What follows belongs to an exercise in optimizing a design on an open flow for small area, a short achievable clock period and few clock cycles; a production flow would make more cautious choices.
The RTL was checked by simulation tests, not by an equivalence proof against the original design.

**design/flow/run.sh**
```bash
#!/bin/bash
# synth_recipe.tcl (not shown) runs the flow's synth.tcl, then flattens the netlist and writes it again
# the make line also repeats each setting of config.mk as NAME=value (left out here)
make -C /OpenROAD-flow-scripts/flow DESIGN_CONFIG=/design/flow/config.mk WORK_HOME=/design/flow/orfs CLKGATE_MAP_FILE= SYNTH_SCRIPT=/design/flow/synth_recipe.tcl finish
```
**design/flow/config.mk**
```make
export PLATFORM = sky130hd
export DESIGN_NAME = CORDIC
export DESIGN_NICKNAME = CORDIC
export VERILOG_FILES = /design/flow/design.v
export SDC_FILE = /design/flow/constraint.sdc
export NUM_CORES = 4
export LEC_CHECK = 0
export ABC_AREA = 0
export CAP_MARGIN = 20
export CORE_MARGIN = 2
export CORE_UTILIZATION = 40
export SETUP_SLACK_MARGIN = 4
export SLEW_MARGIN = 20
export SYNTH_HIERARCHICAL = 1
export SYNTH_MINIMUM_KEEP_SIZE = 0
```
**design/flow/constraint.sdc**
```tcl
create_clock -name core_clock -period 7.5 [get_ports {clk}]
set_input_delay 1.5000 -clock core_clock [delete_from_list [all_inputs] [get_ports {clk}]]
set_output_delay 1.5000 -clock core_clock [all_outputs]
set_load 0.01 [all_outputs]
```
**design/flow/design.v**
```verilog
module CORDIC #(parameter integer W = 32)
(
    input wire clk,
    input wire start,
    input wire signed [31:0] x,
    input wire signed [31:0] y,
    output wire signed [W-1:0]phi,
    output wire done
);
reg [31:0] xr;
reg [31:0] yr;
reg [31:0] z;
reg [4:0] cnt;
reg dn;
reg b27;
wire d = yr[31];
wire [31:0] xs, ys, xn, yn, zn;
cordic_shr u_shx (.a(yr), .s(cnt), .o(xs));
cordic_shr u_shy (.a(xr), .s(cnt), .o(ys));
cordic_addsub u_addx (.a(xr), .b(xs), .inv(d), .o(xn));
cordic_addsub u_addy (.a(yr), .b(ys), .inv(~d), .o(yn));
wire [31:0] atab =
    ({32{cnt == 5'd0}} & 32'h6487ed52) |
    ({32{cnt == 5'd1}} & 32'h3b58ce0a) |
    ({32{cnt == 5'd2}} & 32'h1f5b75fa) |
    ({32{cnt == 5'd3}} & 32'h0feadd4e) |
    ({32{cnt == 5'd4}} & 32'h07fd56ee) |
    ({32{cnt == 5'd5}} & 32'h03ffaab8) |
    ({32{cnt == 5'd6}} & 32'h01fff556) |
    ({32{cnt == 5'd7}} & 32'h00fffeaa) |
    ({32{cnt == 5'd8}} & 32'h007fffd6) |
    ({32{cnt == 5'd9}} & 32'h003ffffa) |
    ({32{cnt == 5'd10}} & 32'h00200000) |
    ({32{cnt == 5'd11}} & 32'h00100000) |
    ({32{cnt == 5'd12}} & 32'h00080000) |
    ({32{cnt == 5'd13}} & 32'h00040000) |
    ({32{cnt == 5'd14}} & 32'h00020000) |
    ({32{cnt == 5'd15}} & 32'h00010000) |
    ({32{cnt == 5'd16}} & 32'h00008000) |
    ({32{cnt == 5'd17}} & 32'h00004000) |
    ({32{cnt == 5'd18}} & 32'h00002000) |
    ({32{cnt == 5'd19}} & 32'h00001000) |
    ({32{cnt == 5'd20}} & 32'h00000800) |
    ({32{cnt == 5'd21}} & 32'h00000400) |
    ({32{cnt == 5'd22}} & 32'h00000200) |
    ({32{cnt == 5'd23}} & 32'h00000100) |
    ({32{cnt == 5'd24}} & 32'h00000080) |
    ({32{cnt == 5'd25}} & 32'h00000040) |
    ({32{cnt == 5'd26}} & 32'h00000020);
wire [31:0] za = (d | dn) ? 32'h0 : atab;
cordic_add u_addz (.a(z), .b(za), .o(zn));
wire [27:0] phi_hi = z[31:4] + {27'd0, b27};
assign phi = {phi_hi, z[3:0]};
assign done = dn;
always @(posedge clk) begin
    if (start) begin
        xr  <= x;
        yr  <= y;
        z   <= 32'h906dfdfb;
    end else begin
        xr  <= xn;
        yr  <= yn;
        z   <= zn;
    end
    if (start) begin
        cnt <= 5'd0;
        dn  <= 1'b0;
    end else if (!dn) begin
        cnt <= cnt + 5'd1;
        dn  <= (cnt == 5'd26);
        b27 <= ~yn[31];
    end
end
endmodule
module cordic_shr (input wire [31:0] a, input wire [4:0] s, output wire [31:0] o);
wire [31:0] r_l0 = s[0] ? {{1{a[31]}}, a[31:1]} : a;
wire [31:0] r_l1 = s[1] ? {{2{r_l0[31]}}, r_l0[31:2]} : r_l0;
wire [31:0] r_l2 = s[2] ? {{4{r_l1[31]}}, r_l1[31:4]} : r_l1;
wire [31:0] r_l3 = s[3] ? {{8{r_l2[31]}}, r_l2[31:8]} : r_l2;
wire [31:0] r_l4 = s[4] ? {{16{r_l3[31]}}, r_l3[31:16]} : r_l3;
wire [31:0] r = r_l4;
assign o = r;
endmodule
module cordic_addsub (input wire [31:0] a, input wire [31:0] b, input wire inv, output wire [31:0] o);
wire [31:0] bx = b ^ {32{inv}};
wire [31:0] p, g;
cordic_pg u_pg (.a(a), .b(bx), .p(p), .g(g));
cordic_pfx u_pfx (.p(p), .g(g), .cin(inv), .o(o));
endmodule
module cordic_pg (input wire [31:0] a, input wire [31:0] b, output wire [31:0] p, output wire [31:0] g);
assign p = a ^ b;
assign g = a & b;
endmodule
module cordic_pfx (input wire [31:0] p, input wire [31:0] g, input wire cin, output wire [31:0] o);
wire [31:0] r_p = p;
wire [31:0] r_g = g;
wire r_c0 = cin;
wire r_G0_0 = r_g[0] | (r_p[0] & r_c0);
wire r_G1_1 = r_g[1] | (r_p[1] & r_G0_0);
wire r_G1_3 = r_g[3] | (r_p[3] & r_g[2]);
wire r_P1_3 = r_p[3] & r_p[2];
wire r_G1_5 = r_g[5] | (r_p[5] & r_g[4]);
wire r_P1_5 = r_p[5] & r_p[4];
wire r_G1_7 = r_g[7] | (r_p[7] & r_g[6]);
wire r_P1_7 = r_p[7] & r_p[6];
wire r_G1_9 = r_g[9] | (r_p[9] & r_g[8]);
wire r_P1_9 = r_p[9] & r_p[8];
wire r_G1_11 = r_g[11] | (r_p[11] & r_g[10]);
wire r_P1_11 = r_p[11] & r_p[10];
wire r_G1_13 = r_g[13] | (r_p[13] & r_g[12]);
wire r_P1_13 = r_p[13] & r_p[12];
wire r_G1_15 = r_g[15] | (r_p[15] & r_g[14]);
wire r_P1_15 = r_p[15] & r_p[14];
wire r_G1_17 = r_g[17] | (r_p[17] & r_g[16]);
wire r_P1_17 = r_p[17] & r_p[16];
wire r_G1_19 = r_g[19] | (r_p[19] & r_g[18]);
wire r_P1_19 = r_p[19] & r_p[18];
wire r_G1_21 = r_g[21] | (r_p[21] & r_g[20]);
wire r_P1_21 = r_p[21] & r_p[20];
wire r_G1_23 = r_g[23] | (r_p[23] & r_g[22]);
wire r_P1_23 = r_p[23] & r_p[22];
wire r_G1_25 = r_g[25] | (r_p[25] & r_g[24]);
wire r_P1_25 = r_p[25] & r_p[24];
wire r_G1_27 = r_g[27] | (r_p[27] & r_g[26]);
wire r_P1_27 = r_p[27] & r_p[26];
wire r_G1_29 = r_g[29] | (r_p[29] & r_g[28]);
wire r_P1_29 = r_p[29] & r_p[28];
wire r_G1_31 = r_g[31] | (r_p[31] & r_g[30]);
wire r_P1_31 = r_p[31] & r_p[30];
wire r_G2_2 = r_g[2] | (r_p[2] & r_G1_1);
wire r_G2_3 = r_G1_3 | (r_P1_3 & r_G1_1);
wire r_G2_6 = r_g[6] | (r_p[6] & r_G1_5);
wire r_P2_6 = r_p[6] & r_P1_5;
wire r_G2_7 = r_G1_7 | (r_P1_7 & r_G1_5);
wire r_P2_7 = r_P1_7 & r_P1_5;
wire r_G2_10 = r_g[10] | (r_p[10] & r_G1_9);
wire r_P2_10 = r_p[10] & r_P1_9;
wire r_G2_11 = r_G1_11 | (r_P1_11 & r_G1_9);
wire r_P2_11 = r_P1_11 & r_P1_9;
wire r_G2_14 = r_g[14] | (r_p[14] & r_G1_13);
wire r_P2_14 = r_p[14] & r_P1_13;
wire r_G2_15 = r_G1_15 | (r_P1_15 & r_G1_13);
wire r_P2_15 = r_P1_15 & r_P1_13;
wire r_G2_18 = r_g[18] | (r_p[18] & r_G1_17);
wire r_P2_18 = r_p[18] & r_P1_17;
wire r_G2_19 = r_G1_19 | (r_P1_19 & r_G1_17);
wire r_P2_19 = r_P1_19 & r_P1_17;
wire r_G2_22 = r_g[22] | (r_p[22] & r_G1_21);
wire r_P2_22 = r_p[22] & r_P1_21;
wire r_G2_23 = r_G1_23 | (r_P1_23 & r_G1_21);
wire r_P2_23 = r_P1_23 & r_P1_21;
wire r_G2_26 = r_g[26] | (r_p[26] & r_G1_25);
wire r_P2_26 = r_p[26] & r_P1_25;
wire r_G2_27 = r_G1_27 | (r_P1_27 & r_G1_25);
wire r_P2_27 = r_P1_27 & r_P1_25;
wire r_G2_30 = r_g[30] | (r_p[30] & r_G1_29);
wire r_P2_30 = r_p[30] & r_P1_29;
wire r_G2_31 = r_G1_31 | (r_P1_31 & r_G1_29);
wire r_P2_31 = r_P1_31 & r_P1_29;
wire r_G3_4 = r_g[4] | (r_p[4] & r_G2_3);
wire r_G3_5 = r_G1_5 | (r_P1_5 & r_G2_3);
wire r_G3_6 = r_G2_6 | (r_P2_6 & r_G2_3);
wire r_G3_7 = r_G2_7 | (r_P2_7 & r_G2_3);
wire r_G3_12 = r_g[12] | (r_p[12] & r_G2_11);
wire r_P3_12 = r_p[12] & r_P2_11;
wire r_G3_13 = r_G1_13 | (r_P1_13 & r_G2_11);
wire r_P3_13 = r_P1_13 & r_P2_11;
wire r_G3_14 = r_G2_14 | (r_P2_14 & r_G2_11);
wire r_P3_14 = r_P2_14 & r_P2_11;
wire r_G3_15 = r_G2_15 | (r_P2_15 & r_G2_11);
wire r_P3_15 = r_P2_15 & r_P2_11;
wire r_G3_20 = r_g[20] | (r_p[20] & r_G2_19);
wire r_P3_20 = r_p[20] & r_P2_19;
wire r_G3_21 = r_G1_21 | (r_P1_21 & r_G2_19);
wire r_P3_21 = r_P1_21 & r_P2_19;
wire r_G3_22 = r_G2_22 | (r_P2_22 & r_G2_19);
wire r_P3_22 = r_P2_22 & r_P2_19;
wire r_G3_23 = r_G2_23 | (r_P2_23 & r_G2_19);
wire r_P3_23 = r_P2_23 & r_P2_19;
wire r_G3_28 = r_g[28] | (r_p[28] & r_G2_27);
wire r_P3_28 = r_p[28] & r_P2_27;
wire r_G3_29 = r_G1_29 | (r_P1_29 & r_G2_27);
wire r_P3_29 = r_P1_29 & r_P2_27;
wire r_G3_30 = r_G2_30 | (r_P2_30 & r_G2_27);
wire r_P3_30 = r_P2_30 & r_P2_27;
wire r_G3_31 = r_G2_31 | (r_P2_31 & r_G2_27);
wire r_P3_31 = r_P2_31 & r_P2_27;
wire r_G4_8 = r_g[8] | (r_p[8] & r_G3_7);
wire r_G4_9 = r_G1_9 | (r_P1_9 & r_G3_7);
wire r_G4_10 = r_G2_10 | (r_P2_10 & r_G3_7);
wire r_G4_11 = r_G2_11 | (r_P2_11 & r_G3_7);
wire r_G4_12 = r_G3_12 | (r_P3_12 & r_G3_7);
wire r_G4_13 = r_G3_13 | (r_P3_13 & r_G3_7);
wire r_G4_14 = r_G3_14 | (r_P3_14 & r_G3_7);
wire r_G4_15 = r_G3_15 | (r_P3_15 & r_G3_7);
wire r_G4_24 = r_g[24] | (r_p[24] & r_G3_23);
wire r_P4_24 = r_p[24] & r_P3_23;
wire r_G4_25 = r_G1_25 | (r_P1_25 & r_G3_23);
wire r_P4_25 = r_P1_25 & r_P3_23;
wire r_G4_26 = r_G2_26 | (r_P2_26 & r_G3_23);
wire r_P4_26 = r_P2_26 & r_P3_23;
wire r_G4_27 = r_G2_27 | (r_P2_27 & r_G3_23);
wire r_P4_27 = r_P2_27 & r_P3_23;
wire r_G4_28 = r_G3_28 | (r_P3_28 & r_G3_23);
wire r_P4_28 = r_P3_28 & r_P3_23;
wire r_G4_29 = r_G3_29 | (r_P3_29 & r_G3_23);
wire r_P4_29 = r_P3_29 & r_P3_23;
wire r_G4_30 = r_G3_30 | (r_P3_30 & r_G3_23);
wire r_P4_30 = r_P3_30 & r_P3_23;
wire r_G4_31 = r_G3_31 | (r_P3_31 & r_G3_23);
wire r_P4_31 = r_P3_31 & r_P3_23;
wire r_G5_16 = r_g[16] | (r_p[16] & r_G4_15);
wire r_G5_17 = r_G1_17 | (r_P1_17 & r_G4_15);
wire r_G5_18 = r_G2_18 | (r_P2_18 & r_G4_15);
wire r_G5_19 = r_G2_19 | (r_P2_19 & r_G4_15);
wire r_G5_20 = r_G3_20 | (r_P3_20 & r_G4_15);
wire r_G5_21 = r_G3_21 | (r_P3_21 & r_G4_15);
wire r_G5_22 = r_G3_22 | (r_P3_22 & r_G4_15);
wire r_G5_23 = r_G3_23 | (r_P3_23 & r_G4_15);
wire r_G5_24 = r_G4_24 | (r_P4_24 & r_G4_15);
wire r_G5_25 = r_G4_25 | (r_P4_25 & r_G4_15);
wire r_G5_26 = r_G4_26 | (r_P4_26 & r_G4_15);
wire r_G5_27 = r_G4_27 | (r_P4_27 & r_G4_15);
wire r_G5_28 = r_G4_28 | (r_P4_28 & r_G4_15);
wire r_G5_29 = r_G4_29 | (r_P4_29 & r_G4_15);
wire r_G5_30 = r_G4_30 | (r_P4_30 & r_G4_15);
wire r_G5_31 = r_G4_31 | (r_P4_31 & r_G4_15);
wire [31:0] r = r_p ^ {r_G5_30, r_G5_29, r_G5_28, r_G5_27, r_G5_26, r_G5_25, r_G5_24, r_G5_23, r_G5_22, r_G5_21, r_G5_20, r_G5_19, r_G5_18, r_G5_17, r_G5_16, r_G4_15, r_G4_14, r_G4_13, r_G4_12, r_G4_11, r_G4_10, r_G4_9, r_G4_8, r_G3_7, r_G3_6, r_G3_5, r_G3_4, r_G2_3, r_G2_2, r_G1_1, r_G0_0, r_c0};
assign o = r;
endmodule
module cordic_add (input wire [31:0] a, input wire [31:0] b, output wire [31:0] o);
wire [31:0] r_p = a ^ b;
wire [31:0] r_g = a & b;
wire r_c0 = 1'b0;
wire r_G0_0 = r_g[0] | (r_p[0] & r_c0);
wire r_G1_1 = r_g[1] | (r_p[1] & r_G0_0);
wire r_G1_3 = r_g[3] | (r_p[3] & r_g[2]);
wire r_P1_3 = r_p[3] & r_p[2];
wire r_G1_5 = r_g[5] | (r_p[5] & r_g[4]);
wire r_P1_5 = r_p[5] & r_p[4];
wire r_G1_7 = r_g[7] | (r_p[7] & r_g[6]);
wire r_P1_7 = r_p[7] & r_p[6];
wire r_G1_9 = r_g[9] | (r_p[9] & r_g[8]);
wire r_P1_9 = r_p[9] & r_p[8];
wire r_G1_11 = r_g[11] | (r_p[11] & r_g[10]);
wire r_P1_11 = r_p[11] & r_p[10];
wire r_G1_13 = r_g[13] | (r_p[13] & r_g[12]);
wire r_P1_13 = r_p[13] & r_p[12];
wire r_G1_15 = r_g[15] | (r_p[15] & r_g[14]);
wire r_P1_15 = r_p[15] & r_p[14];
wire r_G1_17 = r_g[17] | (r_p[17] & r_g[16]);
wire r_P1_17 = r_p[17] & r_p[16];
wire r_G1_19 = r_g[19] | (r_p[19] & r_g[18]);
wire r_P1_19 = r_p[19] & r_p[18];
wire r_G1_21 = r_g[21] | (r_p[21] & r_g[20]);
wire r_P1_21 = r_p[21] & r_p[20];
wire r_G1_23 = r_g[23] | (r_p[23] & r_g[22]);
wire r_P1_23 = r_p[23] & r_p[22];
wire r_G1_25 = r_g[25] | (r_p[25] & r_g[24]);
wire r_P1_25 = r_p[25] & r_p[24];
wire r_G1_27 = r_g[27] | (r_p[27] & r_g[26]);
wire r_P1_27 = r_p[27] & r_p[26];
wire r_G1_29 = r_g[29] | (r_p[29] & r_g[28]);
wire r_P1_29 = r_p[29] & r_p[28];
wire r_G1_31 = r_g[31] | (r_p[31] & r_g[30]);
wire r_P1_31 = r_p[31] & r_p[30];
wire r_G2_3 = r_G1_3 | (r_P1_3 & r_G1_1);
wire r_G2_7 = r_G1_7 | (r_P1_7 & r_G1_5);
wire r_P2_7 = r_P1_7 & r_P1_5;
wire r_G2_11 = r_G1_11 | (r_P1_11 & r_G1_9);
wire r_P2_11 = r_P1_11 & r_P1_9;
wire r_G2_15 = r_G1_15 | (r_P1_15 & r_G1_13);
wire r_P2_15 = r_P1_15 & r_P1_13;
wire r_G2_19 = r_G1_19 | (r_P1_19 & r_G1_17);
wire r_P2_19 = r_P1_19 & r_P1_17;
wire r_G2_23 = r_G1_23 | (r_P1_23 & r_G1_21);
wire r_P2_23 = r_P1_23 & r_P1_21;
wire r_G2_27 = r_G1_27 | (r_P1_27 & r_G1_25);
wire r_P2_27 = r_P1_27 & r_P1_25;
wire r_G2_31 = r_G1_31 | (r_P1_31 & r_G1_29);
wire r_P2_31 = r_P1_31 & r_P1_29;
wire r_G3_7 = r_G2_7 | (r_P2_7 & r_G2_3);
wire r_G3_15 = r_G2_15 | (r_P2_15 & r_G2_11);
wire r_P3_15 = r_P2_15 & r_P2_11;
wire r_G3_23 = r_G2_23 | (r_P2_23 & r_G2_19);
wire r_P3_23 = r_P2_23 & r_P2_19;
wire r_G3_31 = r_G2_31 | (r_P2_31 & r_G2_27);
wire r_P3_31 = r_P2_31 & r_P2_27;
wire r_G4_15 = r_G3_15 | (r_P3_15 & r_G3_7);
wire r_G4_31 = r_G3_31 | (r_P3_31 & r_G3_23);
wire r_P4_31 = r_P3_31 & r_P3_23;
wire r_G5_31 = r_G4_31 | (r_P4_31 & r_G4_15);
wire r_G6_23 = r_G3_23 | (r_P3_23 & r_G4_15);
wire r_G7_11 = r_G2_11 | (r_P2_11 & r_G3_7);
wire r_G7_19 = r_G2_19 | (r_P2_19 & r_G4_15);
wire r_G7_27 = r_G2_27 | (r_P2_27 & r_G6_23);
wire r_G8_5 = r_G1_5 | (r_P1_5 & r_G2_3);
wire r_G8_9 = r_G1_9 | (r_P1_9 & r_G3_7);
wire r_G8_13 = r_G1_13 | (r_P1_13 & r_G7_11);
wire r_G8_17 = r_G1_17 | (r_P1_17 & r_G4_15);
wire r_G8_21 = r_G1_21 | (r_P1_21 & r_G7_19);
wire r_G8_25 = r_G1_25 | (r_P1_25 & r_G6_23);
wire r_G8_29 = r_G1_29 | (r_P1_29 & r_G7_27);
wire r_G9_2 = r_g[2] | (r_p[2] & r_G1_1);
wire r_G9_4 = r_g[4] | (r_p[4] & r_G2_3);
wire r_G9_6 = r_g[6] | (r_p[6] & r_G8_5);
wire r_G9_8 = r_g[8] | (r_p[8] & r_G3_7);
wire r_G9_10 = r_g[10] | (r_p[10] & r_G8_9);
wire r_G9_12 = r_g[12] | (r_p[12] & r_G7_11);
wire r_G9_14 = r_g[14] | (r_p[14] & r_G8_13);
wire r_G9_16 = r_g[16] | (r_p[16] & r_G4_15);
wire r_G9_18 = r_g[18] | (r_p[18] & r_G8_17);
wire r_G9_20 = r_g[20] | (r_p[20] & r_G7_19);
wire r_G9_22 = r_g[22] | (r_p[22] & r_G8_21);
wire r_G9_24 = r_g[24] | (r_p[24] & r_G6_23);
wire r_G9_26 = r_g[26] | (r_p[26] & r_G8_25);
wire r_G9_28 = r_g[28] | (r_p[28] & r_G7_27);
wire r_G9_30 = r_g[30] | (r_p[30] & r_G8_29);
wire [31:0] r = r_p ^ {r_G9_30, r_G8_29, r_G9_28, r_G7_27, r_G9_26, r_G8_25, r_G9_24, r_G6_23, r_G9_22, r_G8_21, r_G9_20, r_G7_19, r_G9_18, r_G8_17, r_G9_16, r_G4_15, r_G9_14, r_G8_13, r_G9_12, r_G7_11, r_G9_10, r_G8_9, r_G9_8, r_G3_7, r_G9_6, r_G8_5, r_G9_4, r_G2_3, r_G9_2, r_G1_1, r_G0_0, r_c0};
assign o = r;
endmodule
```
==> run_summary.xml, run 1 <==
<?xml version="1.0" encoding="UTF-8"?>
<metrics>
  <group name="sta">
    <metric name="relative_slew_slack" unit="%">46.30</metric>
    <metric name="finalMaxSlewViolations" unit="">0</metric>
    <metric name="worst-slew-pin-transition" unit="ps">795.1</metric>
    <metric name="min_period" unit="ps">4531</metric>
    <metric name="setup-violations-final" unit="">0</metric>
    <metric name="totalNegativeSetupSlack" unit="ps">0</metric>
    <metric name="unrepaired_setup_endpoints_after_global_routing" unit="">yes</metric>
    <metric name="timing.fmax" unit="MHz">220.7</metric>
    <metric name="post-route-worst-setup-slack" unit="ps">2969</metric>
    <metric name="clock-skew-final" unit="ps">10.43</metric>
    <metric name="final-hold-violation-count" unit="">0</metric>
    <metric name="worst_hold_slack" unit="ps">573.5</metric>
    <metric name="min_period_over_period" unit="%">60.41</metric>
  </group>
  <group name="drt">
    <metric name="drtAntennaViolNets" unit="">0</metric>
    <metric name="postRouteWirelength" unit="µm">43200</metric>
    <metric name="vias_per_cell" unit="">5.998</metric>
    <metric name="detail_route.first_pass.iterations" unit="">8</metric>
    <metric name="detail_route.drc_violations" unit="">0</metric>
    <metric name="drt_iter0_markers" unit="">1239</metric>
    <metric name="via_count" unit="">12400</metric>
    <metric name="avgRoutedWirePerCell" unit="µm">20.90</metric>
  </group>
  <group name="worst_hold_path">
    <metric name="worst_hold_path_type" unit="">reg -&gt; reg</metric>
    <metric name="hold_start" unit="">z[0]$_SDFF_PP1_</metric>
    <metric name="hold-path-endpoint" unit="">z[0]$_SDFF_PP1_</metric>
    <metric name="hold_depth" unit="">2</metric>
  </group>
  <group name="final_layout">
    <metric name="fraction_of_layout_instances_using_a_drive_strength_above_1" unit="%">33.60</metric>
    <metric name="multi_input_area" unit="µm²">11600</metric>
    <metric name="fill_cells" unit="">3058</metric>
    <metric name="number_of_antenna_repair_diodes" unit="">0</metric>
    <metric name="sequential_cell_area" unit="µm²">2136</metric>
    <metric name="area.growth.synth_to_final" unit="%">25.45</metric>
    <metric name="final_nets" unit="">1808</metric>
  </group>
  <group name="floorplanning">
    <metric name="fp.coreArea" unit="µm²">33450</metric>
    <metric name="rows" unit="">67</metric>
    <metric name="die-area" unit="µm²">35380</metric>
    <metric name="initial_utilization" unit="%">40.53</metric>
    <metric name="floorplan.die.height" unit="µm">188.1</metric>
    <metric name="top_level_ports" unit="">99</metric>
    <metric name="die-width" unit="µm">188.1</metric>
  </group>
  <group name="critical_path">
    <metric name="crit-reg2reg-capture" unit="">yr[14]$_DFF_P_</metric>
    <metric name="path_delay_family" unit="">compound AO/OA/AOI/OAI gates</metric>
    <metric name="reg2reg_from" unit="">xr[31]$_DFF_P_</metric>
    <metric name="crit_top_cell" unit="">sky130_fd_sc_hd__o211ai_1</metric>
    <metric name="required" unit="ps">7840</metric>
    <metric name="critical-path-max-stage-delay" unit="ps">600</metric>
    <metric name="criticalPathCategory" unit="">reg -&gt; reg</metric>
    <metric name="r2r_setup_slack" unit="ps">2970</metric>
    <metric name="critPathLaunchType" unit="">register</metric>
    <metric name="critical_path_buf_inv_count" unit="">1</metric>
    <metric name="timing.critical_path.fanout_max" unit="">19</metric>
    <metric name="cpMaxStageDelayCell" unit="">sky130_fd_sc_hd__mux4_2</metric>
    <metric name="cp-end-kind" unit="">register</metric>
    <metric name="rr_worst_depth" unit="">17</metric>
    <metric name="path_cells" unit="">mux4_2 &gt; mux2i_4 &gt; o211ai_1 &gt; xor2_1 &gt; ha_1 &gt; ha_2 &gt; or2_4 &gt; ha_4 &gt; o211ai_1 &gt; a21oi_2 &gt; buf_4 &gt; o21ai_4 &gt; a21oi_4 &gt; o21ai_2 &gt; or4b_4 &gt; o311ai_2 &gt; mux2_4</metric>
    <metric name="cp.arrival" unit="ps">4870</metric>
  </group>
  <group name="clocking">
    <metric name="clock_sinks" unit="">103</metric>
    <metric name="clk_transition_reported_paths" unit="ps">80</metric>
    <metric name="clock-root-buffer" unit="">sky130_fd_sc_hd__clkbuf_16</metric>
    <metric name="clock_latency" unit="ps">380</metric>
    <metric name="tritoncts" unit="">built</metric>
    <metric name="cts.path.max_buffers" unit="">2</metric>
    <metric name="cts_made_buffers" unit="">9</metric>
    <metric name="cts.htree.levels" unit="">3</metric>
  </group>
  <group name="run_status">
    <metric name="outcome" unit="">complete, no violations</metric>
  </group>
  <group name="global_routing">
    <metric name="gr-total-overflow" unit="">0</metric>
    <metric name="number_of_antenna_violations_at_the_first_check_in_global_routing" unit="">0</metric>
    <metric name="grt_pass1_wl" unit="µm">67540</metric>
    <metric name="vias_in_the_first_global_route" unit="">11920</metric>
    <metric name="grt_max_degree" unit="">58</metric>
    <metric name="global_route.usage.total" unit="%">24.03</metric>
  </group>
  <group name="synthesis">
    <metric name="synth_top_cells_by_count" unit="">sky130_fd_sc_hd__ha_1 (112), sky130_fd_sc_hd__dfxtp_1 (102), sky130_fd_sc_hd__nand2_1 (102)</metric>
    <metric name="synth_largest_area_cell" unit="">sky130_fd_sc_hd__dfxtp_1</metric>
    <metric name="synth_edf_count" unit="">1</metric>
    <metric name="avgSynthCellArea" unit="µm²">9.210</metric>
    <metric name="seq_area_frac_synth" unit="%">15.28</metric>
    <metric name="synth_largest_type_area_fraction" unit="%">15.06</metric>
    <metric name="synth-warning-count" unit="">7</metric>
    <metric name="post_synth_num_cell_types" unit="">90</metric>
    <metric name="synthTopCellsByArea" unit="">sky130_fd_sc_hd__dfxtp_1 (15%), sky130_fd_sc_hd__mux4_2 (11%), sky130_fd_sc_hd__ha_1 (10%), sky130_fd_sc_hd__mux2_2 (6.2%), sky130_fd_sc_hd__xor2_1 (6.2%)</metric>
    <metric name="synth-seq-cells" unit="">103</metric>
    <metric name="most_common_cell_in_the_netlist" unit="">sky130_fd_sc_hd__ha_1</metric>
    <metric name="postSynth.topFlopCell" unit="">sky130_fd_sc_hd__dfxtp_1</metric>
    <metric name="netlist_area_before_placement" unit="µm²">13560</metric>
    <metric name="synthCells" unit="">1472</metric>
    <metric name="synthArstFlopShare" unit="%">0</metric>
  </group>
  <group name="job">
    <metric name="max_cap_violations" unit="">0</metric>
  </group>
  <group name="placement">
    <metric name="portBuffers" unit="">98</metric>
    <metric name="detailedPlacementHpwl" unit="µm">30300</metric>
    <metric name="gp_congestion" unit="">0.9538</metric>
    <metric name="place_worst_setup_slack" unit="ps">2267</metric>
  </group>
</metrics>
==> per-stage QoR <==
stage	cell area, µm²	cells	utilization (%)
after floorplan	13790	1473	-
after detailed placement	14780	1937	44.19
after global routing	17010	2067	50.85
final	17010	2067	50.85
after CTS	16310	2029	48.76
after global placement	14780	1937	44.19
==> registers in the layout, summed over array words and instances, names as in the netlist <==
register	flops
yr	32
cnt	5
z	32
b27	1
xr	32
dn	1
==> what timing repair did <==
| action | 4_1_cts | 5_1_grt |
|---|---|---|
| cloned | 3 | 0 |
| hold buffers | 0 | 0 |
| buffers inserted | 73 | 38 |
| setup endpoints to repair | 118 | 107 |
| pin swaps | 67 | 81 |
| gates resized for setup | 212 | 111 |
==> modules after synthesis, one instance, submodules excluded <==
module / flip-flops and latches / cell area [µm²]
cordic_add: 0 / 1370
cordic_addsub: 0 / 351.6
cordic_pfx: 0 / 958.4
cordic_shr: 0 / 2128
CORDIC: 103 / 4509
cordic_pg: 0 / 400.4
==> cells in the final DEF (no fill, tap or decap), types with 14 or more instances in the layout <==
cell type                         instances
sky130_fd_sc_hd__buf_2                   15
sky130_fd_sc_hd__a21o_1                  26
sky130_fd_sc_hd__a21oi_1                 61
sky130_fd_sc_hd__a21oi_2                 20
sky130_fd_sc_hd__nor2b_1                 25
sky130_fd_sc_hd__xnor2_1                 53
sky130_fd_sc_hd__buf_4                   72
sky130_fd_sc_hd__clkdlybuf4s50_1         71
sky130_fd_sc_hd__nor2_1                  62
sky130_fd_sc_hd__buf_6                   32
sky130_fd_sc_hd__inv_1                   54
sky130_fd_sc_hd__xor2_1                  96
sky130_fd_sc_hd__o211ai_1                22
sky130_fd_sc_hd__nand3_1                 32
sky130_fd_sc_hd__dfxtp_2                 15
sky130_fd_sc_hd__o221ai_1                20
sky130_fd_sc_hd__or2_2                   24
sky130_fd_sc_hd__dfxtp_1                 75
sky130_fd_sc_hd__mux4_2                  67
sky130_fd_sc_hd__ha_4                    19
sky130_fd_sc_hd__ha_1                    90
sky130_fd_sc_hd__mux2i_1                 47
sky130_fd_sc_hd__o21ai_0                 29
sky130_fd_sc_hd__o21ai_1                 17
sky130_fd_sc_hd__nor3_1                  14
sky130_fd_sc_hd__nand2b_1                20
sky130_fd_sc_hd__nand4_1                 14
sky130_fd_sc_hd__nand2_1                 95
sky130_fd_sc_hd__mux2_2                  64
==> cells by family (layout without fill, tap and decap cells) <==
kind of cell	Yosys count	count (layout)	synth area share [%]
flip-flops	103	103	15.28
AO/OA/AOI/OAI	356	356	19.27
other	1	2	0.02766
AND/OR/NAND/NOR	379	379	14.37
adder cells (fa/ha/maj)	128	128	12.70
multiplexers	200	200	22.25
XOR/XNOR	154	154	9.949
buffers and inverters	151	297	6.147
==> final cells by class <==
| class | count | share of cell area [%] |
|---|---|---|
| clock inverter | 6 | 0.2648 |
| clock buffer | 10 | 1.346 |
| inverter | 60 | 1.420 |
| tap | 448 | 3.296 |
| sequential | 103 | 12.56 |
| multi-input combinational | 1219 | 68.19 |
| timing repair buffer | 221 | 12.93 |
==> layer usage <==
| metal | GRT usage, % | part of all wire, % | vias up |
|---|---|---|---|
| li1 | - | - | 5771 |
| met1 | 32.60 | 44 | 6080 |
| met2 | 38.84 | 47 | 470 |
| met3 | 3.837 | 6.1 | 76 |
| met4 | 8.086 | 3.3 | 0 |
| met5 | 0 | 0 | - |
==> how the worst max path moves through the flow <==
stage	slack, ps	from	to	cells past startpoint
2_1_floorplan	3250	cnt[0]$_SDFFE_PP0N_	xr[31]$_DFF_P_	19
3_3_place_gp	2330	cnt[1]$_SDFFE_PP0N_	xr[31]$_DFF_P_	18
3_5_place_dp	2270	cnt[1]$_SDFFE_PP0N_	xr[31]$_DFF_P_	18
4_1_cts	2990	cnt[0]$_SDFFE_PP0N_	xr[31]$_DFF_P_	20
5_1_grt	2790	cnt[0]$_SDFFE_PP0N_	yr[14]$_DFF_P_	19
6_report	2970	xr[31]$_DFF_P_	yr[14]$_DFF_P_	17
==> worst min-delay path: stages, from the launching register on <==
cell and delay [ps]:
sky130_fd_sc_hd__dfxtp_1 340, sky130_fd_sc_hd__ha_1 120, sky130_fd_sc_hd__or2_2 90
Testbench counts, summed over its fixed seeds: cycles 22,400.
==> inputs of run 2 (changes only) <==
--- a/design/flow/config.mk
+++ b/design/flow/config.mk
@@ -5,7 +5,7 @@
 export SDC_FILE = /design/flow/constraint.sdc
 export NUM_CORES = 4
 export LEC_CHECK = 0
-export ABC_AREA = 0
+export ABC_AREA = 1
 export CAP_MARGIN = 20
 export CORE_MARGIN = 2
 export CORE_UTILIZATION = 40
==> run 2 against run 1 <==
Maximum frequency up 25%. Cell count up 51%. First-iteration DRC count up 3.9%. Via count up 29%. Cell area up 9.2%. Still clean on timing, DRC and antenna. Register-to-register slack better by 890 ps.
==> run_summary.xml, run 2 <==
<?xml version="1.0" encoding="UTF-8"?>
<metrics>
  <group name="worst_hold_path">
    <metric name="worst_hold_path_type" unit="">reg -&gt; reg</metric>
    <metric name="hold_depth" unit="">2</metric>
  </group>
  <group name="floorplanning">
    <metric name="fp.coreArea" unit="µm²">35660</metric>
    <metric name="initial_utilization" unit="%">40.71</metric>
    <metric name="rows" unit="">69</metric>
    <metric name="die-area" unit="µm²">37820</metric>
    <metric name="floorplan.die.height" unit="µm">194.5</metric>
    <metric name="top_level_ports" unit="">99</metric>
    <metric name="die-width" unit="µm">194.5</metric>
  </group>
  <group name="global_routing">
    <metric name="grt_pass1_wl" unit="µm">75260</metric>
    <metric name="vias_in_the_first_global_route" unit="">14500</metric>
    <metric name="number_of_antenna_violations_at_the_first_check_in_global_routing" unit="">0</metric>
    <metric name="gr-total-overflow" unit="">0</metric>
    <metric name="global_route.usage.total" unit="%">24.73</metric>
    <metric name="grt_max_degree" unit="">64</metric>
  </group>
  <group name="drt">
    <metric name="detail_route.first_pass.iterations" unit="">6</metric>
    <metric name="drt_iter0_markers" unit="">1287</metric>
    <metric name="postRouteWirelength" unit="µm">49580</metric>
    <metric name="detail_route.drc_violations" unit="">0</metric>
    <metric name="avgRoutedWirePerCell" unit="µm">15.90</metric>
    <metric name="via_count" unit="">16030</metric>
    <metric name="drtAntennaViolNets" unit="">0</metric>
    <metric name="vias_per_cell" unit="">5.138</metric>
  </group>
  <group name="critical_path">
    <metric name="critical_path_buf_inv_count" unit="">6</metric>
    <metric name="worst-path-stages" unit="">25</metric>
    <metric name="critical-path-max-stage-delay" unit="ps">460</metric>
    <metric name="required" unit="ps">7780</metric>
    <metric name="critPathLaunchType" unit="">register</metric>
    <metric name="timing.critical_path.fanout_max" unit="">7</metric>
    <metric name="cp.arrival" unit="ps">3920</metric>
    <metric name="path_delay_family" unit="">simple AND/OR/NAND/NOR gates</metric>
    <metric name="cp-end-kind" unit="">register</metric>
    <metric name="crit_top_cell" unit="">sky130_fd_sc_hd__nand2_2</metric>
    <metric name="criticalPathCategory" unit="">reg -&gt; reg</metric>
    <metric name="cpMaxStageDelayCell" unit="">sky130_fd_sc_hd__dfxtp_4</metric>
    <metric name="rr_worst_depth" unit="">25</metric>
    <metric name="r2r_setup_slack" unit="ps">3860</metric>
  </group>
  <group name="clocking">
    <metric name="clk_transition_reported_paths" unit="ps">90</metric>
    <metric name="cts.htree.levels" unit="">3</metric>
    <metric name="cts_made_buffers" unit="">9</metric>
    <metric name="clock_sinks" unit="">103</metric>
    <metric name="clock_latency" unit="ps">400</metric>
    <metric name="clock-root-buffer" unit="">sky130_fd_sc_hd__clkbuf_16</metric>
    <metric name="cts.path.max_buffers" unit="">2</metric>
    <metric name="tritoncts" unit="">built</metric>
  </group>
  <group name="final_layout">
    <metric name="final_nets" unit="">2847</metric>
    <metric name="final_common_cell" unit="">sky130_fd_sc_hd__nand2_1</metric>
    <metric name="largest_registers" unit="">xr (32), yr (32), z (32)</metric>
    <metric name="area.growth.synth_to_final" unit="%">27.97</metric>
    <metric name="fraction_of_layout_instances_using_a_drive_strength_above_1" unit="%">24.19</metric>
    <metric name="number_of_antenna_repair_diodes" unit="">0</metric>
    <metric name="final_cell_mix" unit="">sky130_fd_sc_hd__nand2_1 (935), sky130_fd_sc_hd__nand3_1 (326), sky130_fd_sc_hd__inv_1 (260)</metric>
  </group>
  <group name="synthesis">
    <metric name="synth_edf_count" unit="">1</metric>
    <metric name="synth-warning-count" unit="">7</metric>
    <metric name="synthCells" unit="">2514</metric>
    <metric name="synth_largest_area_cell" unit="">sky130_fd_sc_hd__nand2_1</metric>
    <metric name="synthTopCellsByArea" unit="">sky130_fd_sc_hd__nand2_1 (26%), sky130_fd_sc_hd__dfxtp_1 (14%), sky130_fd_sc_hd__nand3_1 (13%), sky130_fd_sc_hd__ha_1 (9.7%), sky130_fd_sc_hd__inv_1 (7.3%)</metric>
    <metric name="synth-seq-cells" unit="">103</metric>
    <metric name="postSynth.topFlopCell" unit="">sky130_fd_sc_hd__dfxtp_1</metric>
    <metric name="netlist_area_before_placement" unit="µm²">14510</metric>
    <metric name="synthArstFlopShare" unit="%">0</metric>
    <metric name="seq_area_frac_synth" unit="%">14.28</metric>
    <metric name="avgSynthCellArea" unit="µm²">5.773</metric>
    <metric name="most_common_cell_in_the_netlist" unit="">sky130_fd_sc_hd__nand2_1</metric>
    <metric name="synth_top_cells_by_count" unit="">sky130_fd_sc_hd__nand2_1 (1,020), sky130_fd_sc_hd__nand3_1 (376), sky130_fd_sc_hd__inv_1 (283)</metric>
    <metric name="post_synth_num_cell_types" unit="">44</metric>
    <metric name="synth_largest_type_area_fraction" unit="%">26.38</metric>
  </group>
  <group name="sta">
    <metric name="totalNegativeSetupSlack" unit="ps">0</metric>
    <metric name="setup-violations-final" unit="">0</metric>
    <metric name="worst_hold_slack" unit="ps">576.9</metric>
    <metric name="finalMaxSlewViolations" unit="">0</metric>
    <metric name="unrepaired_setup_endpoints_after_global_routing" unit="">yes</metric>
    <metric name="min_period" unit="ps">3637</metric>
    <metric name="timing.fmax" unit="MHz">274.9</metric>
    <metric name="clock-skew-final" unit="ps">20.59</metric>
    <metric name="min_period_over_period" unit="%">48.50</metric>
    <metric name="final-hold-violation-count" unit="">0</metric>
    <metric name="worst-slew-pin-transition" unit="ps">691.2</metric>
    <metric name="relative_slew_slack" unit="%">53.92</metric>
  </group>
  <group name="run_status">
    <metric name="outcome" unit="">complete, no violations</metric>
  </group>
  <group name="placement">
    <metric name="portBuffers" unit="">98</metric>
    <metric name="detailedPlacementHpwl" unit="µm">35460</metric>
    <metric name="gp_congestion" unit="">0.8980</metric>
  </group>
  <group name="job">
    <metric name="max_cap_violations" unit="">0</metric>
  </group>
</metrics>
## run 2: area by class of cell
class	count	area, µm²
Timing Repair Buffer	223	2211
Clock buffer	9	225.2
Tap cell	461	576.8
Clock inverter	7	78.83
Multi-Input combinational cell	2012	12070
Fill cell	3621	17080
Inverter	296	1199
Sequential cell	103	2137
Timing Repair inverter	8	75.07
## run 2: final timing paths
path,start,endpoint
min reg2reg,z[0]$_SDFF_PP1_,z[0]$_SDFF_PP1_
min,z[0]$_SDFF_PP1_,z[0]$_SDFF_PP1_
max reg2reg,cnt[0]$_SDFFE_PP0N_,z[22]$_SDFF_PP1_
max,cnt[0]$_SDFFE_PP0N_,z[22]$_SDFF_PP1_
## run 2: Yosys stat by module, one instance, submodules excluded
| module | flip-flops and latches | times used |
|---|---|---|
| cordic_shr | 0 | 2 |
| CORDIC | 103 | 1 |
| cordic_add | 0 | 1 |
| cordic_pg | 0 | 2 |
| cordic_pfx | 0 | 2 |
| cordic_addsub | 0 | 2 |
## run 2: worst register-to-register path, stage by stage (launching register included)
cell	delay (ps)
sky130_fd_sc_hd__dfxtp_4	460
sky130_fd_sc_hd__buf_6	140
sky130_fd_sc_hd__inv_6	40
sky130_fd_sc_hd__ha_4	170
sky130_fd_sc_hd__inv_2	60
sky130_fd_sc_hd__nor2_4	50
sky130_fd_sc_hd__nand2_4	90
sky130_fd_sc_hd__nand2_2	90
sky130_fd_sc_hd__nor2_2	160
sky130_fd_sc_hd__nand2_2	80
sky130_fd_sc_hd__nand2_4	120
sky130_fd_sc_hd__nand2_2	100
sky130_fd_sc_hd__ha_4	290
sky130_fd_sc_hd__nand2_2	70
sky130_fd_sc_hd__nor2_4	120
sky130_fd_sc_hd__inv_1	80
sky130_fd_sc_hd__nor2_4	80
sky130_fd_sc_hd__nand2_1	70
sky130_fd_sc_hd__nand2_2	90
sky130_fd_sc_hd__buf_4	120
sky130_fd_sc_hd__inv_2	40
sky130_fd_sc_hd__nor2_2	120
sky130_fd_sc_hd__nor2_4	60
sky130_fd_sc_hd__o21bai_2	130
sky130_fd_sc_hd__fa_2	430
sky130_fd_sc_hd__or2_2	270
## run 2: metrics by stage
| stage | area (µm²) | utilization [%] | setup slack, ps | cells |
|---|---|---|---|---|
| floorplan | 14520 | - | 4010 | 2515 |
| global placement | 15400 | 43.20 | 2923 | 2979 |
| detailed placement | 15400 | 43.20 | 2825 | 2979 |
| CTS | 16690 | 46.81 | 3775 | 3051 |
| global route | 18570 | 52.09 | 3683 | 3119 |
| finish | 18570 | 52.09 | 3863 | 3119 |
## run 2: cell families (layout without fill, tap and decap cells)
logic type      after synthesis  count (layout)  synth area share (%)
fa+ha+maj                   128             128                 11.86
xor+xnor                     53              53                 3.198
other cells                   1               2               0.02584
compound gates              103             103                 4.121
flops                       103             103                 14.28
simple gates               1724            1726                 53.44
buf+inv                     402             543                 13.08
## run 2: repair_timing
| action | in CTS | in global routing |
|---|---|---|
| hold buffers | 0 | 0 |
| gates cloned | 8 | 8 |
| buffers inserted | 48 | 60 |
| endpoints found under the setup margin | 116 | 90 |
| gates resized for setup | 206 | 309 |
| pin swaps | 33 | 140 |
## run 2: layer usage
metal / wire length (µm) / share of wire (%) / global-route usage (%)
met1: 22420 / 45 / 32.72
met2: 23910 / 48 / 41.95
met3: 2001 / 4.0 / 3.002
met4: 1259 / 2.5 / 7.550
met5: 0 / 0 / 0
==> inputs of run 3 (changes only) <==
--- a/design/flow/config.mk
+++ b/design/flow/config.mk
@@ -9,7 +9,7 @@
 export CAP_MARGIN = 20
 export CORE_MARGIN = 2
 export CORE_UTILIZATION = 40
-export SETUP_SLACK_MARGIN = 4
+export SETUP_SLACK_MARGIN = 3
 export SLEW_MARGIN = 20
 export SYNTH_HIERARCHICAL = 1
 export SYNTH_MINIMUM_KEEP_SIZE = 0
==> run 3 against run 2 <==
Core utilization decreased by 7.8 points. Critical path depth decreased by 17. Cell count down 3.8%. Die area unchanged. Count of clock-buffer cells in the layout rose by 1. Clock skew fell by 3.2 ps. Worst hold slack worse by 4.0 ps. Sequential share of layout area is 1.7 points higher. Sequential cell count is the same.
==> run_summary.xml, run 3 <==
<?xml version="1.0" encoding="UTF-8"?>
<metrics>
  <group name="critical_path">
    <metric name="cp-end-kind" unit="">output port</metric>
    <metric name="crit-reg2reg-capture" unit="">z[31]$_SDFF_PP1_</metric>
    <metric name="rr_worst_depth" unit="">26</metric>
    <metric name="cpMaxStageDelayCell" unit="">sky130_fd_sc_hd__clkdlybuf4s50_1</metric>
    <metric name="critical-path-max-stage-delay" unit="ps">530</metric>
    <metric name="critPathLaunchType" unit="">register</metric>
    <metric name="r2r_setup_slack" unit="ps">3320</metric>
    <metric name="path_delay_family" unit="">simple AND/OR/NAND/NOR gates</metric>
    <metric name="timing.critical_path.fanout_max" unit="">4</metric>
    <metric name="cp.arrival" unit="ps">2830</metric>
    <metric name="required" unit="ps">6000</metric>
    <metric name="critical_path_buf_inv_count" unit="">1</metric>
    <metric name="reg2reg_from" unit="">cnt[0]$_SDFFE_PP0N_</metric>
    <metric name="path_cells" unit="">ha_1 &gt; nand3_1 &gt; nor2_1 &gt; nand2_1 &gt; nor2_1 &gt; nand3b_1 &gt; nand2_1 &gt; clkdlybuf4s50_1</metric>
    <metric name="criticalPathCategory" unit="">reg -&gt; out</metric>
  </group>
  <group name="final_layout">
    <metric name="utilization" unit="%">44.31</metric>
    <metric name="fraction_of_layout_instances_using_a_drive_strength_above_1" unit="%">9.052</metric>
    <metric name="final_nets" unit="">2730</metric>
    <metric name="fill_cells" unit="">3924</metric>
    <metric name="largest_registers" unit="">xr (32), yr (32), z (32)</metric>
    <metric name="area.growth.synth_to_final" unit="%">8.845</metric>
    <metric name="number_of_antenna_repair_diodes" unit="">0</metric>
    <metric name="final_common_cell" unit="">sky130_fd_sc_hd__nand2_1</metric>
    <metric name="final_instance_area" unit="µm²">15800</metric>
    <metric name="final_cell_mix" unit="">sky130_fd_sc_hd__nand2_1 (1,020), sky130_fd_sc_hd__nand3_1 (376), sky130_fd_sc_hd__inv_1 (281)</metric>
  </group>
  <group name="global_routing">
    <metric name="grt_max_degree" unit="">68</metric>
    <metric name="number_of_antenna_violations_at_the_first_check_in_global_routing" unit="">0</metric>
    <metric name="vias_in_the_first_global_route" unit="">13970</metric>
    <metric name="grt-busiest-layer" unit="">met2</metric>
    <metric name="grt.met2_usage" unit="%">38.11</metric>
    <metric name="met3_usage" unit="%">3.106</metric>
    <metric name="gr-total-overflow" unit="">0</metric>
    <metric name="global_route.usage.total" unit="%">22.95</metric>
    <metric name="grt_pass1_wl" unit="µm">70240</metric>
    <metric name="grtUsageMet1" unit="%">30.77</metric>
  </group>
  <group name="synthesis">
    <metric name="postSynth.topFlopCell" unit="">sky130_fd_sc_hd__dfxtp_1</metric>
    <metric name="synthTopCellsByArea" unit="">sky130_fd_sc_hd__nand2_1 (26%), sky130_fd_sc_hd__dfxtp_1 (14%), sky130_fd_sc_hd__nand3_1 (13%), sky130_fd_sc_hd__ha_1 (9.7%), sky130_fd_sc_hd__inv_1 (7.3%)</metric>
    <metric name="synth-warning-count" unit="">7</metric>
    <metric name="netlist_area_before_placement" unit="µm²">14510</metric>
    <metric name="synth_largest_type_area_fraction" unit="%">26.38</metric>
    <metric name="synth_largest_area_cell" unit="">sky130_fd_sc_hd__nand2_1</metric>
    <metric name="synthCells" unit="">2514</metric>
    <metric name="seq_area_frac_synth" unit="%">14.28</metric>
    <metric name="synth-compound-area-share" unit="%">4.121</metric>
    <metric name="most_common_cell_in_the_netlist" unit="">sky130_fd_sc_hd__nand2_1</metric>
    <metric name="yosys.area_share.simple" unit="%">53.44</metric>
    <metric name="synth_edf_count" unit="">1</metric>
    <metric name="yosys.area_share.xor_xnor" unit="%">3.198</metric>
    <metric name="synthArstFlopShare" unit="%">0</metric>
    <metric name="synth_adder_area_share" unit="%">11.86</metric>
    <metric name="multiplexer_fraction_of_the_synthesized_cell_area" unit="%">0</metric>
    <metric name="synth-seq-cells" unit="">103</metric>
    <metric name="post_synth_num_cell_types" unit="">44</metric>
    <metric name="dominant_combinational_cell_family_by_area_after_synthesis" unit="">simple AND/OR/NAND/NOR gates</metric>
    <metric name="synth_top_cells_by_count" unit="">sky130_fd_sc_hd__nand2_1 (1,020), sky130_fd_sc_hd__nand3_1 (376), sky130_fd_sc_hd__inv_1 (283)</metric>
    <metric name="avgSynthCellArea" unit="µm²">5.773</metric>
  </group>
  <group name="floorplanning">
    <metric name="rows" unit="">69</metric>
    <metric name="die-width" unit="µm">194.5</metric>
    <metric name="die-area" unit="µm²">37820</metric>
    <metric name="initial_utilization" unit="%">40.71</metric>
    <metric name="top_level_ports" unit="">99</metric>
    <metric name="floorplan.die.height" unit="µm">194.5</metric>
    <metric name="fp.coreArea" unit="µm²">35660</metric>
  </group>
  <group name="sta">
    <metric name="totalNegativeSetupSlack" unit="ps">0</metric>
    <metric name="setup-violations-final" unit="">0</metric>
    <metric name="finalMaxSlewViolations" unit="">0</metric>
    <metric name="worst-slew-pin-transition" unit="ps">1031</metric>
    <metric name="relative_slew_slack" unit="%">31.17</metric>
    <metric name="clock-skew-final" unit="ps">17.40</metric>
    <metric name="min_period_over_period" unit="%">57.67</metric>
    <metric name="final-hold-violation-count" unit="">0</metric>
    <metric name="post-route-worst-setup-slack" unit="ps">3175</metric>
    <metric name="min_period" unit="ps">4325</metric>
    <metric name="unrepaired_setup_endpoints_after_global_routing" unit="">yes</metric>
    <metric name="timing.fmax" unit="MHz">231.2</metric>
  </group>
  <group name="clocking">
    <metric name="clock_sinks" unit="">103</metric>
    <metric name="quantity_of_hold_fixing_buffers_added_after_cts" unit="">0</metric>
    <metric name="tritoncts" unit="">built</metric>
    <metric name="clk_transition_reported_paths" unit="ps">80</metric>
    <metric name="clock-root-buffer" unit="">sky130_fd_sc_hd__clkbuf_16</metric>
    <metric name="cts.path.max_buffers" unit="">2</metric>
    <metric name="cts_made_buffers" unit="">9</metric>
    <metric name="clock_latency" unit="ps">390</metric>
    <metric name="cts.htree.levels" unit="">3</metric>
  </group>
  <group name="drt">
    <metric name="via_count" unit="">15200</metric>
    <metric name="drtAntennaViolNets" unit="">0</metric>
    <metric name="detail_route.drc_violations" unit="">0</metric>
    <metric name="postRouteWirelength" unit="µm">43630</metric>
    <metric name="drt_iter0_markers" unit="">1169</metric>
    <metric name="avgRoutedWirePerCell" unit="µm">14.53</metric>
    <metric name="detail_route.first_pass.iterations" unit="">8</metric>
    <metric name="vias_per_cell" unit="">5.065</metric>
  </group>
  <group name="worst_hold_path">
    <metric name="hold-path-endpoint" unit="">z[0]$_SDFF_PP1_</metric>
    <metric name="hold_depth" unit="">2</metric>
    <metric name="worst_hold_path_type" unit="">reg -&gt; reg</metric>
    <metric name="hold_start" unit="">z[0]$_SDFF_PP1_</metric>
  </group>
  <group name="placement">
    <metric name="portBuffers" unit="">98</metric>
    <metric name="detailedPlacementHpwl" unit="µm">34900</metric>
    <metric name="place_worst_setup_slack" unit="ps">2933</metric>
    <metric name="gp_congestion" unit="">0.9164</metric>
    <metric name="placedInstanceArea" unit="µm²">15420</metric>
  </group>
  <group name="run_status">
    <metric name="outcome" unit="">complete, no violations</metric>
  </group>
  <group name="job">
    <metric name="max_cap_violations" unit="">0</metric>
  </group>
</metrics>
-- run 3: cell types whose count changed in the layout (fill, tap and decap cells not counted), moves of 33 or more --
cell                      delta
sky130_fd_sc_hd__nand2_1    +85
sky130_fd_sc_hd__buf_4      -68
sky130_fd_sc_hd__nand2_2    -50
sky130_fd_sc_hd__nand3_1    +50
sky130_fd_sc_hd__nand3_2    -42
sky130_fd_sc_hd__nor2_1     +42
sky130_fd_sc_hd__nand2_4    -33
-- run 3: repair_timing --
item                       4_1_cts  5_1_grt
gates cloned                     1        0
buffers inserted                 0        4
resized for setup                2        4
setup endpoints to repair        1       26
pin swaps                        0        0
-- run 3: cells by family after synthesis --
family	Yosys count
flip-flops	103
AND/OR/NAND/NOR	1724
XOR/XNOR	53
other	1
adder cells (fa/ha/maj)	128
AO/OA/AOI/OAI	103
buffers and inverters	402
-- run 3: worst max path at each step --
stage / start / endpoint / slack (ps) / cells past startpoint
after floorplan: cnt[1]$_SDFFE_PP0N_ / z[31]$_SDFF_PP1_ / 3980 / 26
after global placement: cnt[2]$_SDFFE_PP0N_ / xr[17]$_DFF_P_ / 2940 / 28
after detailed placement: cnt[2]$_SDFFE_PP0N_ / xr[17]$_DFF_P_ / 2930 / 28
after CTS: cnt[2]$_SDFFE_PP0N_ / xr[17]$_DFF_P_ / 3050 / 28
after global routing: cnt[0]$_SDFFE_PP0N_ / xr[17]$_DFF_P_ / 2960 / 30
final: z[4]$_SDFF_PP1_ / phi[21] / 3170 / 8
-- run 3: layer usage --
| layer | up-vias | wire length (µm) |
|---|---|---|
| li1 | 7931 | - |
| met1 | 6875 | 20580 |
| met2 | 332 | 20140 |
| met3 | 66 | 1748 |
| met4 | 0 | 1164 |
| met5 | - | 0 |
-- run 3: per-stage QoR --
step,instances,hold slack [ps]
5_1_grt,3002,634.6
6_report,3002,572.8
3_5_place_dp,2981,553.8
3_3_place_gp,2981,558.4
4_1_cts,2998,577.5
2_1_floorplan,2515,536.6
-- run 3: per-module statistics from Yosys (local to each module, per instance) --
module,times used,cells,area (µm²),flip-flops and latches
cordic_pg,2,32,400.4,0
cordic_addsub,2,136,596.8,0
cordic_shr,2,386,1976,0
CORDIC,1,695,4651,103
cordic_add,1,173,1363,0
cordic_pfx,2,269,1277,0
-- run 3: worst register-to-register path, cell delays in order (launching register included) --
cell	delay [ps]
sky130_fd_sc_hd__dfxtp_4	580
sky130_fd_sc_hd__inv_1	170
sky130_fd_sc_hd__ha_1	300
sky130_fd_sc_hd__inv_1	80
sky130_fd_sc_hd__nor2_1	80
sky130_fd_sc_hd__nand2_1	160
sky130_fd_sc_hd__nand3_1	130
sky130_fd_sc_hd__nor2_1	220
sky130_fd_sc_hd__nand3_1	130
sky130_fd_sc_hd__nand2_1	90
sky130_fd_sc_hd__inv_1	40
sky130_fd_sc_hd__ha_1	330
sky130_fd_sc_hd__nand2_1	90
sky130_fd_sc_hd__nand2_1	60
sky130_fd_sc_hd__nand2_1	50
sky130_fd_sc_hd__nand2_1	50
sky130_fd_sc_hd__a21oi_1	230
sky130_fd_sc_hd__nand2_2	130
sky130_fd_sc_hd__nand2_2	90
sky130_fd_sc_hd__nand2_4	60
sky130_fd_sc_hd__nand2_2	60
sky130_fd_sc_hd__nand2_2	60
sky130_fd_sc_hd__nand2_2	70
sky130_fd_sc_hd__nand2_2	50
sky130_fd_sc_hd__fa_1	380
sky130_fd_sc_hd__xnor2_1	130
sky130_fd_sc_hd__or2_2	260
-- run 3: layout make-up --
type | count | area (µm²) | area share (%)
Clock buffer | 10 | 250.2 | 1.584
Clock inverter | 6 | 73.82 | 0.4673
Inverter | 296 | 1145 | 7.247
Multi-Input combinational cell | 2010 | 10550 | 66.77
Sequential cell | 103 | 2083 | 13.19
Tap cell | 461 | 576.8 | 3.651
Timing Repair Buffer | 115 | 1114 | 7.049
Timing Repair inverter | 1 | 7.507 | 0.04752
==> inputs of run 4 (changes only) <==
--- a/design/flow/config.mk
+++ b/design/flow/config.mk
@@ -8,8 +8,8 @@
 export ABC_AREA = 1
 export CAP_MARGIN = 20
 export CORE_MARGIN = 2
-export CORE_UTILIZATION = 40
-export SETUP_SLACK_MARGIN = 3
+export CORE_UTILIZATION = 60
+export SETUP_SLACK_MARGIN = 4
 export SLEW_MARGIN = 20
 export SYNTH_HIERARCHICAL = 1
 export SYNTH_MINIMUM_KEEP_SIZE = 0
==> run 4 against run 3 <==
Still clean. Worst hold slack gained 16 ps. Sequential share of layout area shrank 1.5 points. Highest routed layer unchanged.
==> run_summary.xml, run 4 <==
<?xml version="1.0" encoding="UTF-8"?>
<metrics>
  <group name="drt">
    <metric name="drt_iter0_markers" unit="">1829</metric>
    <metric name="detail_route.first_pass.iterations" unit="">6</metric>
    <metric name="vias_per_cell" unit="">5.711</metric>
    <metric name="detail_route.drc_violations" unit="">0</metric>
  </group>
  <group name="sta">
    <metric name="setup-violations-final" unit="">0</metric>
    <metric name="relative_slew_slack" unit="%">47.99</metric>
    <metric name="timing.fmax" unit="MHz">270.5</metric>
    <metric name="totalNegativeSetupSlack" unit="ps">0</metric>
    <metric name="worst-slew-pin-transition" unit="ps">780.1</metric>
    <metric name="min_period" unit="ps">3697</metric>
    <metric name="clock-skew-final" unit="ps">20.13</metric>
  </group>
  <group name="synthesis">
    <metric name="avgSynthCellArea" unit="µm²">5.773</metric>
    <metric name="synthTopCellsByArea" unit="">sky130_fd_sc_hd__nand2_1 (26%), sky130_fd_sc_hd__dfxtp_1 (14%), sky130_fd_sc_hd__nand3_1 (13%), sky130_fd_sc_hd__ha_1 (9.7%), sky130_fd_sc_hd__inv_1 (7.3%)</metric>
    <metric name="synthArstFlopShare" unit="%">0</metric>
    <metric name="synth_edf_count" unit="">1</metric>
    <metric name="synth_top_cells_by_count" unit="">sky130_fd_sc_hd__nand2_1 (1,020), sky130_fd_sc_hd__nand3_1 (376), sky130_fd_sc_hd__inv_1 (283)</metric>
    <metric name="post_synth_num_cell_types" unit="">44</metric>
    <metric name="netlist_area_before_placement" unit="µm²">14510</metric>
    <metric name="synth_largest_area_cell" unit="">sky130_fd_sc_hd__nand2_1</metric>
    <metric name="most_common_cell_in_the_netlist" unit="">sky130_fd_sc_hd__nand2_1</metric>
    <metric name="synth-seq-cells" unit="">103</metric>
  </group>
  <group name="clocking">
    <metric name="clk_transition_reported_paths" unit="ps">90</metric>
    <metric name="clock_latency" unit="ps">380</metric>
    <metric name="cts_made_buffers" unit="">9</metric>
    <metric name="tritoncts" unit="">built</metric>
    <metric name="cts.htree.levels" unit="">3</metric>
    <metric name="clock_sinks" unit="">103</metric>
    <metric name="quantity_of_hold_fixing_buffers_added_after_cts" unit="">0</metric>
    <metric name="cts.path.max_buffers" unit="">2</metric>
  </group>
  <group name="critical_path">
    <metric name="critPathLaunchType" unit="">register</metric>
    <metric name="cp-end-kind" unit="">register</metric>
    <metric name="required" unit="ps">7780</metric>
    <metric name="cpMaxStageDelayCell" unit="">sky130_fd_sc_hd__dfxtp_4</metric>
    <metric name="timing.critical_path.fanout_max" unit="">16</metric>
    <metric name="crit-reg2reg-capture" unit="">xr[19]$_DFF_P_</metric>
    <metric name="critical-path-max-stage-delay" unit="ps">390</metric>
    <metric name="cp.arrival" unit="ps">3970</metric>
    <metric name="rr_worst_depth" unit="">28</metric>
    <metric name="reg2reg_from" unit="">cnt[0]$_SDFFE_PP0N_</metric>
  </group>
  <group name="final_layout">
    <metric name="sequential_cell_area" unit="µm²">2147</metric>
    <metric name="final_cell_mix" unit="">sky130_fd_sc_hd__nand2_1 (925), sky130_fd_sc_hd__nand3_1 (330), sky130_fd_sc_hd__inv_1 (258)</metric>
    <metric name="fraction_of_layout_instances_using_a_drive_strength_above_1" unit="%">23.78</metric>
    <metric name="area.growth.synth_to_final" unit="%">26.53</metric>
    <metric name="final_common_cell" unit="">sky130_fd_sc_hd__nand2_1</metric>
    <metric name="final_instance_area" unit="µm²">18360</metric>
    <metric name="fill_cells" unit="">1834</metric>
    <metric name="number_of_antenna_repair_diodes" unit="">0</metric>
    <metric name="multi_input_area" unit="µm²">12080</metric>
    <metric name="final_nets" unit="">2826</metric>
  </group>
  <group name="floorplanning">
    <metric name="rows" unit="">56</metric>
    <metric name="fp.coreArea" unit="µm²">23610</metric>
    <metric name="die-area" unit="µm²">25450</metric>
    <metric name="initial_utilization" unit="%">61.47</metric>
  </group>
  <group name="global_routing">
    <metric name="global_route.usage.total" unit="%">35.43</metric>
    <metric name="grt_max_degree" unit="">71</metric>
    <metric name="grt_pass1_wl" unit="µm">74620</metric>
  </group>
  <group name="placement">
    <metric name="gp_congestion" unit="">0.9967</metric>
    <metric name="placedInstanceArea" unit="µm²">15260</metric>
    <metric name="detailedPlacementHpwl" unit="µm">33320</metric>
  </group>
  <group name="job">
    <metric name="max_cap_violations" unit="">0</metric>
  </group>
  <group name="run_status">
    <metric name="outcome" unit="">complete, no violations</metric>
  </group>
  <group name="worst_hold_path">
    <metric name="hold_depth" unit="">2</metric>
    <metric name="hold-path-endpoint" unit="">z[0]$_SDFF_PP1_</metric>
  </group>
</metrics>
run 4: cell counts after synthesis:
Identical to the previous run, type by type.
run 4: how the worst max path moves through the flow:
stage                     slack, ps              to  depth (start not counted)           startpoint
after floorplan                4010  yr[17]$_DFF_P_                         27  cnt[2]$_SDFFE_PP0N_
after global routing           3580  xr[23]$_DFF_P_                         27  cnt[0]$_SDFFE_PP0N_
after global placement         2920  yr[17]$_DFF_P_                         27  cnt[1]$_SDFFE_PP0N_
after detailed placement       2820  yr[17]$_DFF_P_                         27  cnt[1]$_SDFFE_PP0N_
after CTS                      3790         phi[21]                          8        b27$_DFFE_PP_
final                          3800  xr[19]$_DFF_P_                         28  cnt[0]$_SDFFE_PP0N_
run 4: worst max-delay path, delay by kind of cell (launching register included):
| family | cells | cell delay (ps) |
|---|---|---|
| compound gates | 1 | 190 |
| fa+ha+maj | 1 | 360 |
| buf+inv | 7 | 890 |
| flops | 1 | 390 |
| simple gates | 19 | 1780 |
run 4: modules after synthesis (local to each module, per instance):
module | times used | cell area, µm²
CORDIC | 1 | 4651
cordic_shr | 2 | 1976
cordic_addsub | 2 | 596.8
cordic_add | 1 | 1363
cordic_pg | 2 | 400.4
cordic_pfx | 2 | 1277
run 4: cell families after synthesis:
kind of cell    Yosys count  share of synthesized area, %
simple gates           1724                         53.44
buf+inv                 402                         13.08
fa+ha+maj               128                         11.86
compound gates          103                         4.121
flops                   103                         14.28
xor+xnor                 53                         3.198
other cells               1                       0.02584
run 4: stage by stage:
stage	util, %	hold WS, ps	setup slack, ps	instances
after floorplan	-	536.6	4010	2515
after global placement	64.61	551.1	2921	2841
after detailed placement	64.61	567.9	2820	2841
after CTS	71.01	597.6	3794	2912
after global routing	77.77	634.5	3582	2956
final	77.77	589.3	3803	2956
run 4: final cells by class:
| type | instances | share of cell area (%) |
|---|---|---|
| Multi-Input combinational cell | 2010 | 65.76 |
| Sequential cell | 103 | 11.69 |
| Timing Repair Buffer | 204 | 11.51 |
| Inverter | 296 | 6.527 |
| Tap cell | 319 | 2.173 |
| Clock buffer | 10 | 1.247 |
| Timing Repair inverter | 8 | 0.6268 |
| Clock inverter | 6 | 0.4701 |
run 4: repair_timing:
action,CTS,global route
pin swaps,49,102
cloned,8,6
setup buffers,47,38
endpoints found under the setup margin,114,86
resized for setup,221,300
run 4: metal layers:
metal	track usage (%)	routed length [µm]	up-vias	share of wire, %
li1	-	-	8132	-
met5	0	0	-	0
met4	12.64	2151	0	4.3
met3	6.538	4205	203	8.4
met1	46.58	20570	7739	41
met2	58.05	23020	808	46

separate check: timing with driven ports:
In the flow no input, the clock included, has a driving cell. The finished layouts below were timed again as built, in two steps.
Step 1, drivers: a clkbuf_16 drives clk and a buf_2 each remaining input, both assumed.
Step 2 adds t to the input delays and takes it off the output delays; t is the mean of the earliest and latest rising clock arrival at the registers after step 1. Input paths then give back, and output paths get back, about the clock's delay inside the block.
a / b / c = no drivers / after step 1 / after step 2; a / b = the first two.
run | t (ns) | slack for setup (ns) | clock arrival spread, ns | worst slew at a driven data input, ns | cell pins on the clock port's net
run 1 | 0.432 | 2.969 / 2.969 / 2.969 | 0.011 / 0.011 | 0.04 | 1
run 2 | 0.446 | 3.863 / 3.863 / 3.863 | 0.021 / 0.020 | 0.04 | 1
run 3 | 0.437 | 3.175 / 3.123 / 3.316 | 0.018 / 0.018 | 0.05 | 1
run 4 | 0.426 | 3.803 / 3.803 / 3.803 | 0.020 / 0.020 | 0.05 | 1
After both steps setup and hold are still met in every run listed.
